From an optimization exercise on the open Yosys and OpenROAD flow, aimed at small area and a short achievable clock period; shortcuts taken in it are not production practice. RTL that was checked went through simulation tests only; none was proved equivalent to the original.

red:
Design DSP, start of the top module:
module DSP(
input clk,
input rst,
input [15:0] dout,
output G2,
output [15:0] o
    );
reg [15:0] d0, d1, d2, d3, d4, d5, d6, d7;  
reg [18:0] sb;                              
reg [2:0]  co;                               
reg [3:0]  c;                               
reg [9:0]  q;                               
wire        old_ok = c[3];                  
wire [15:0] nd7    = ~(d7 & {16{old_ok}});    
wire [15:0] y;
wire rc1;
wire [5:0] ri1;
wire rc2;
wire [3:0] ri2;
wire rc3;
wire [2:0] rit;
wire [18:0] r;
wire ap_g0;
wire ap_p0;
wire ap_g1;
wire ap_p1;
wire ap_g2;
wire ap_p2;
wire ap_g3;
wire ap_p3;
wire ap_g4;
wire ap_p4;
wire ap_g5;
wire ap_p5;
wire ap_g6;
wire ap_p6;
wire ap_g7;
wire ap_p7;
wire ap_g8;
wire ap_p8;
wire ap_g9;
wire ap_p9;
wire ap_g10;
wire ap_p10;
wire ap_g11;
wire ap_p11;
wire ap_g12;
wire ap_p12;
wire ap_g13;
wire ap_p13;
wire ap_g14;
wire ap_p14;
wire ap_g15;
wire ap_p15;
wire ap_g16;
wire ap_p16;
wire ap_g17;
wire ap_p17;
wire ap_g18;
wire ap_p18;
wire ap_g0c;
wire ap_G1;
wire ap_G2;
  ...
export LEC_CHECK = 0
export CAP_MARGIN = 20
export CORE_MARGIN = 2
export CORE_UTILIZATION = 40
export CTS_BUF_LIST = sky130_fd_sc_hd__clkbuf_4 sky130_fd_sc_hd__clkbuf_8
export CTS_CLUSTER_SIZE = 30
export SLEW_MARGIN = 20
create_clock -name core_clock -period 16.0 [get_ports {clk}]
standard.sh (not shown) runs the stock make flow with config.mk's settings and CLKGATE_MAP_FILE= SYNTH_SCRIPT=/design/flow/synth_recipe.tcl, a recipe that flattens the netlist after the stock synthesis.
==> flow/flow/run.sh <==
#!/bin/bash
# Standard layout (bash standard.sh: the standard flow's own synthesis and ORFS steps), with
# two changes:
# - the port buffers are buf_2 cells instead of the default choice
#   (clkdlybuf4s50_1, a delay cell); every port is still buffered;
# - timing repair aims for 11.7 ns of setup slack at the design's clock period,
#   so the resizer speeds up the critical paths instead of stopping once the
#   16 ns period is met.
# The full output of the layout goes to standard.log.
set -euo pipefail
export BUFFER_PORTS_ARGS="-buffer_cell sky130_fd_sc_hd__buf_2"
export SETUP_SLACK_MARGIN=11.7
bash standard.sh > standard.log 2>&1
diff inputs: red => blue
==> flow/flow/run.sh <==
#!/bin/bash
# Standard layout (bash standard.sh: the standard flow's own synthesis and ORFS steps), with
# three changes:
# - the port buffers are buf_2 cells instead of the default choice
#   (clkdlybuf4s50_1, a delay cell); every port is still buffered;
# - timing repair aims for 11.8 ns of setup slack at the design's clock period,
#   so the resizer speeds up the critical paths instead of stopping once the
#   16 ns period is met;
# - clock tree synthesis uses a sky130_fd_sc_hd__clkbuf_16 root buffer, sky130_fd_sc_hd__clkbuf_8 buffers below it,
#   and inserts no dummy loads.
# The full output of the layout goes to standard.log.
set -euo pipefail
export BUFFER_PORTS_ARGS="-buffer_cell sky130_fd_sc_hd__buf_2"
export SETUP_SLACK_MARGIN=11.8
export CTS_ARGS="-sink_clustering_enable -repair_clock_nets -root_buf sky130_fd_sc_hd__clkbuf_16 -buf_list {sky130_fd_sc_hd__clkbuf_8} -dont_use_dummy_load"
bash standard.sh > standard.log 2>&1
-- flow/config.mk --
<<< red, line 10
export CORE_UTILIZATION = 40
export CTS_BUF_LIST = sky130_fd_sc_hd__clkbuf_4 sky130_fd_sc_hd__clkbuf_8
export CTS_CLUSTER_SIZE = 30
export SLEW_MARGIN = 20
>>> blue, line 10
export CORE_UTILIZATION = 40
export SLEW_MARGIN = 20
Findings:
Compared with red, blue shows a lower clock network contribution to total cell area. Diff red -> blue | post-CTS resize count | increase of 2. blue vs. red: met3 capacity usage during global routing fell by 1.1 points; core utilization of the finished layout decreased 0.27 points; via count saw a decrease; routed wire length now larger.

---

DSP, a different RTL version from the one above (not shown whole).
Size in the first run: roughly 170 flip-flops, ~0.0060 sq mm of cells after synthesis.
Settings: LEC_CHECK=0, CAP_MARGIN=20, CORE_MARGIN=2, CORE_UTILIZATION=30, SLEW_MARGIN=20; clock period 16.0 ns.
==> flow/flow/run.sh <==
#!/bin/bash
# Standard layout (bash standard.sh: the standard flow's own synthesis and ORFS steps), with
# three changes:
# - the port buffers are buf_2 cells instead of the default choice
#   (clkdlybuf4s50_1, a delay cell); every port is still buffered;
# - timing repair aims for 11.9 ns of setup slack at the design's clock period,
#   so the resizer speeds up the critical paths instead of stopping once the
#   16 ns period is met;
# - clock tree synthesis uses a sky130_fd_sc_hd__clkbuf_16 root buffer, sky130_fd_sc_hd__clkbuf_8 buffers below it,
#   and inserts no dummy loads.
# The full output of the layout goes to standard.log.
set -euo pipefail
export BUFFER_PORTS_ARGS="-buffer_cell sky130_fd_sc_hd__buf_2"
export SETUP_SLACK_MARGIN=11.9
export CTS_ARGS="-sink_clustering_enable -repair_clock_nets -root_buf sky130_fd_sc_hd__clkbuf_16 -buf_list {sky130_fd_sc_hd__clkbuf_8} -dont_use_dummy_load"
bash standard.sh > standard.log 2>&1
The starting point completed with no timing, DRC or antenna violations.
Rerun with:
--- a/flow/config.mk
+++ b/flow/config.mk
@@ -8,4 +8,4 @@
 export CAP_MARGIN = 20
 export CORE_MARGIN = 2
-export CORE_UTILIZATION = 30
+export CORE_UTILIZATION = 40
 export SLEW_MARGIN = 20
Result: Fmax is about the same. Clock-buffer cell count stays the same. Via count goes down slightly. Non-clock buffer count goes down by 5. Wire length goes down by a few percent. First-iteration DRC count goes up by a few percent. Design area goes down by a few percent. Worst hold slack barely changes.
Rerun with:
--- a/flow/flow/run.sh
+++ b/flow/flow/run.sh
@@ -4,5 +4,5 @@
 # - the port buffers are buf_2 cells instead of the default choice
 #   (clkdlybuf4s50_1, a delay cell); every port is still buffered;
-# - timing repair aims for 11.9 ns of setup slack at the design's clock period,
+# - timing repair aims for 11.8 ns of setup slack at the design's clock period,
 #   so the resizer speeds up the critical paths instead of stopping once the
 #   16 ns period is met;
@@ -12,5 +12,5 @@
 set -euo pipefail
 export BUFFER_PORTS_ARGS="-buffer_cell sky130_fd_sc_hd__buf_2"
-export SETUP_SLACK_MARGIN=11.9
+export SETUP_SLACK_MARGIN=11.8
 export CTS_ARGS="-sink_clustering_enable -repair_clock_nets -root_buf sky130_fd_sc_hd__clkbuf_16 -buf_list {sky130_fd_sc_hd__clkbuf_8} -dont_use_dummy_load"
 bash standard.sh > standard.log 2>&1
Design area went down by about 1.1%.
Sequential cell count is unchanged.
Worst hold slack gains 3.8 ps.

---

DSP with an RTL version that a note above also has.
For scale: about 520 cells after synthesis, roughly 160 flip-flops, roughly 35 I/O pins, ~6000 um2 of cells after synthesis.
export LEC_CHECK = 0
export CAP_MARGIN = 20
export CORE_MARGIN = 2
export CORE_UTILIZATION = 40
export CTS_BUF_LIST = sky130_fd_sc_hd__clkbuf_4 sky130_fd_sc_hd__clkbuf_8
export SLEW_MARGIN = 20
create_clock -name core_clock -period 16.0 [get_ports {clk}]
==> flow/flow/run.sh <==
#!/bin/bash
# Standard layout (bash standard.sh: the standard flow's own synthesis and ORFS steps), with
# two changes:
# - the port buffers are buf_2 cells instead of the default choice
#   (clkdlybuf4s50_1, a delay cell); every port is still buffered;
# - timing repair aims for 11.7 ns of setup slack at the design's clock period,
#   so the resizer speeds up the critical paths instead of stopping once the
#   16 ns period is met.
# The full output of the layout goes to standard.log.
set -euo pipefail
export BUFFER_PORTS_ARGS="-buffer_cell sky130_fd_sc_hd__buf_2"
export SETUP_SLACK_MARGIN=11.7
export CTS_ARGS="-sink_clustering_enable -repair_clock_nets -buf_list {sky130_fd_sc_hd__clkbuf_4 sky130_fd_sc_hd__clkbuf_8} -dont_use_dummy_load"
bash standard.sh > standard.log 2>&1
The starting point finished with timing, DRC and antenna clean.
Edit:
--- a/flow/flow/run.sh
+++ b/flow/flow/run.sh
@@ -13 +12,0 @@
-export CTS_ARGS="-sink_clustering_enable -repair_clock_nets -buf_list {sky130_fd_sc_hd__clkbuf_4 sky130_fd_sc_hd__clkbuf_8} -dont_use_dummy_load"
The changed run completed without violations.
Routed wire length barely changes.
Setup slack gains 12 ps.
Utilization went up by 0.79 points.
Hold slack gains 13 ps.
Sequential share of layout area shrinks by 0.82 points.
Edit:
--- a/flow/flow/run.sh
+++ b/flow/flow/run.sh
@@ -8 +8,2 @@
-#   16 ns period is met.
+#   16 ns period is met;
+# - clock tree synthesis inserts no dummy loads.
@@ -12,0 +14 @@
+export CTS_ARGS="-sink_clustering_enable -repair_clock_nets -buf_list {sky130_fd_sc_hd__clkbuf_4 sky130_fd_sc_hd__clkbuf_8} -dont_use_dummy_load"
Settings changed: CORE_UTILIZATION 40 to 60.
Result:
- The changed run finished clean
- hold slack loses 19 ps
- area after synthesis does not change
- worst setup slack loses 34 ps
Edit:
--- a/flow/flow/run.sh
+++ b/flow/flow/run.sh
@@ -8,2 +8 @@
-#   16 ns period is met;
-# - clock tree synthesis inserts no dummy loads.
+#   16 ns period is met.
@@ -14 +13 @@
-export CTS_ARGS="-sink_clustering_enable -repair_clock_nets -buf_list {sky130_fd_sc_hd__clkbuf_4 sky130_fd_sc_hd__clkbuf_8} -dont_use_dummy_load"
+export CTS_ARGS="-sink_clustering_enable -repair_clock_nets -buf_list {sky130_fd_sc_hd__clkbuf_4 sky130_fd_sc_hd__clkbuf_8} -dont_use_dummy_load -sink_clustering_size 30 -sink_buffer_max_cap_derate 0.5"
Settings changed: CORE_UTILIZATION 60 to 40.
After rerunning: Design area rose by about 0.7%. Worst setup slack stays flat. First-iteration DRC count goes up by 16%.

---

Setup of the baseline:
DSP, a different RTL version from the one above (not shown whole).
For scale: roughly 570 cells after synthesis, roughly 35 I/O pins, roughly 0.0064 mm2 of cells after synthesis.
Design DSP, start of the top module:
module DSP(
input clk,
input rst,
input [15:0] dout,
output G2,
output [15:0] o
    );
clock: 16.0 ns
lec_check: 0
cap_margin: 20
core_margin: 2
core_utilization: 40
cts_buf_list: sky130_fd_sc_hd__clkbuf_4 sky130_fd_sc_hd__clkbuf_8
slew_margin: 20
==> flow/flow/run.sh <==
#!/bin/bash
# Standard layout, with the port buffers made of buf_2 cells instead of the
# default choice (clkdlybuf4s50_1, a delay cell). Every port is still buffered.
set -euo pipefail
export BUFFER_PORTS_ARGS="-buffer_cell sky130_fd_sc_hd__buf_2"
bash standard.sh > standard.log 2>&1
### the baseline -> the candidate
==> flow/flow/run.sh <==
#!/bin/bash
# Standard layout, with the port buffers made of buf_2 cells instead of the
# default choice (clkdlybuf4s50_1, a delay cell), and timing repair aiming
# for more setup slack than the clock period needs. Every port is still buffered.
set -euo pipefail
export BUFFER_PORTS_ARGS="-buffer_cell sky130_fd_sc_hd__buf_2"
export SETUP_SLACK_MARGIN=12.0
bash standard.sh > standard.log 2>&1
In summary, the candidate completed successfully, with a layout that passed the timing, design-rule and antenna checks. The baseline | status: complete | timing, DRC, antenna: pass. Critical path depth: the candidate vs the baseline down 16. | clock-buffer cell count | the candidate vs the baseline | 1 lower |. Fmax went up by a few percent going from the baseline to the candidate. Of the two values seen for worst setup path endpoint, o[2] was produced by the candidate and q[7]$_SDFF_PP0_ by the baseline. Re xor and xnor area share after synthesis: no difference whatsoever between the candidate and the baseline. The candidate ends up with a worst setup slack after layout that is 0.28 ns higher than in the baseline. Taking the baseline as the reference, in the candidate routed wire length increased by about 3.7% relative to the old numbers; global-route usage has increased; non-clock buffer count now sits higher; arrival time at the worst endpoint lower.
No run of this note included a check of the RTL's function; only the layout flow was run.

what the ideal ports hide:
The results above use ideal ports. As a check the final layouts listed here were re-extracted and re-timed, cells and wires unchanged.
Step 1: set_driving_cell puts a clkbuf_16 on clk and a buf_2 on each other input, an assumption about the parent block.
Step 2 also shifts input and output timing later by t, the mid clock arrival at the registers, as if the neighbouring blocks saw the same clock.
Slacks: ideal ports / drivers / drivers and shift; pairs: ideal ports / drivers.
run | t (ns) | setup slack, ns | hold WS [ns] | worst register clock-pin slew, ns
red | 0.477 | 11.815 / 11.831 / 11.354 | 0.325 / 0.325 / 0.325 | 0.08 / 0.08
blue | 0.398 | 11.802 / 11.802 / 11.404 | 0.310 / 0.310 / 0.310 | 0.08 / 0.08
the first run of note 2 | 0.399 | 11.977 / 11.958 / 11.594 | 0.308 / 0.308 / 0.308 | 0.08 / 0.08
the second run of note 2 | 0.398 | 11.984 / 11.965 / 11.606 | 0.309 / 0.309 / 0.309 | 0.08 / 0.08
the third run of note 2 | 0.400 | 11.968 / 11.968 / 11.588 | 0.313 / 0.313 / 0.313 | 0.08 / 0.08
the first run of note 3 | 0.471 | 11.802 / 11.819 / 11.349 | 0.312 / 0.312 / 0.312 | 0.08 / 0.08
the second run of note 3 | 0.477 | 11.815 / 11.831 / 11.354 | 0.325 / 0.325 / 0.325 | 0.08 / 0.08
the third run of note 3 | 0.465 | 11.781 / 11.792 / 11.328 | 0.306 / 0.306 / 0.306 | 0.08 / 0.08
the fourth run of note 3 | 0.609 | 11.779 / 11.745 / 11.349 | 0.313 / 0.313 / 0.313 | 0.08 / 0.08
the baseline | 0.488 | 11.630 / 11.630 / 11.501 | 0.329 / 0.329 / 0.329 | 0.09 / 0.09
the candidate | 0.488 | 11.912 / 11.876 / 11.584 | 0.323 / 0.323 / 0.323 | 0.09 / 0.09
After both steps every run listed still meets setup and hold.
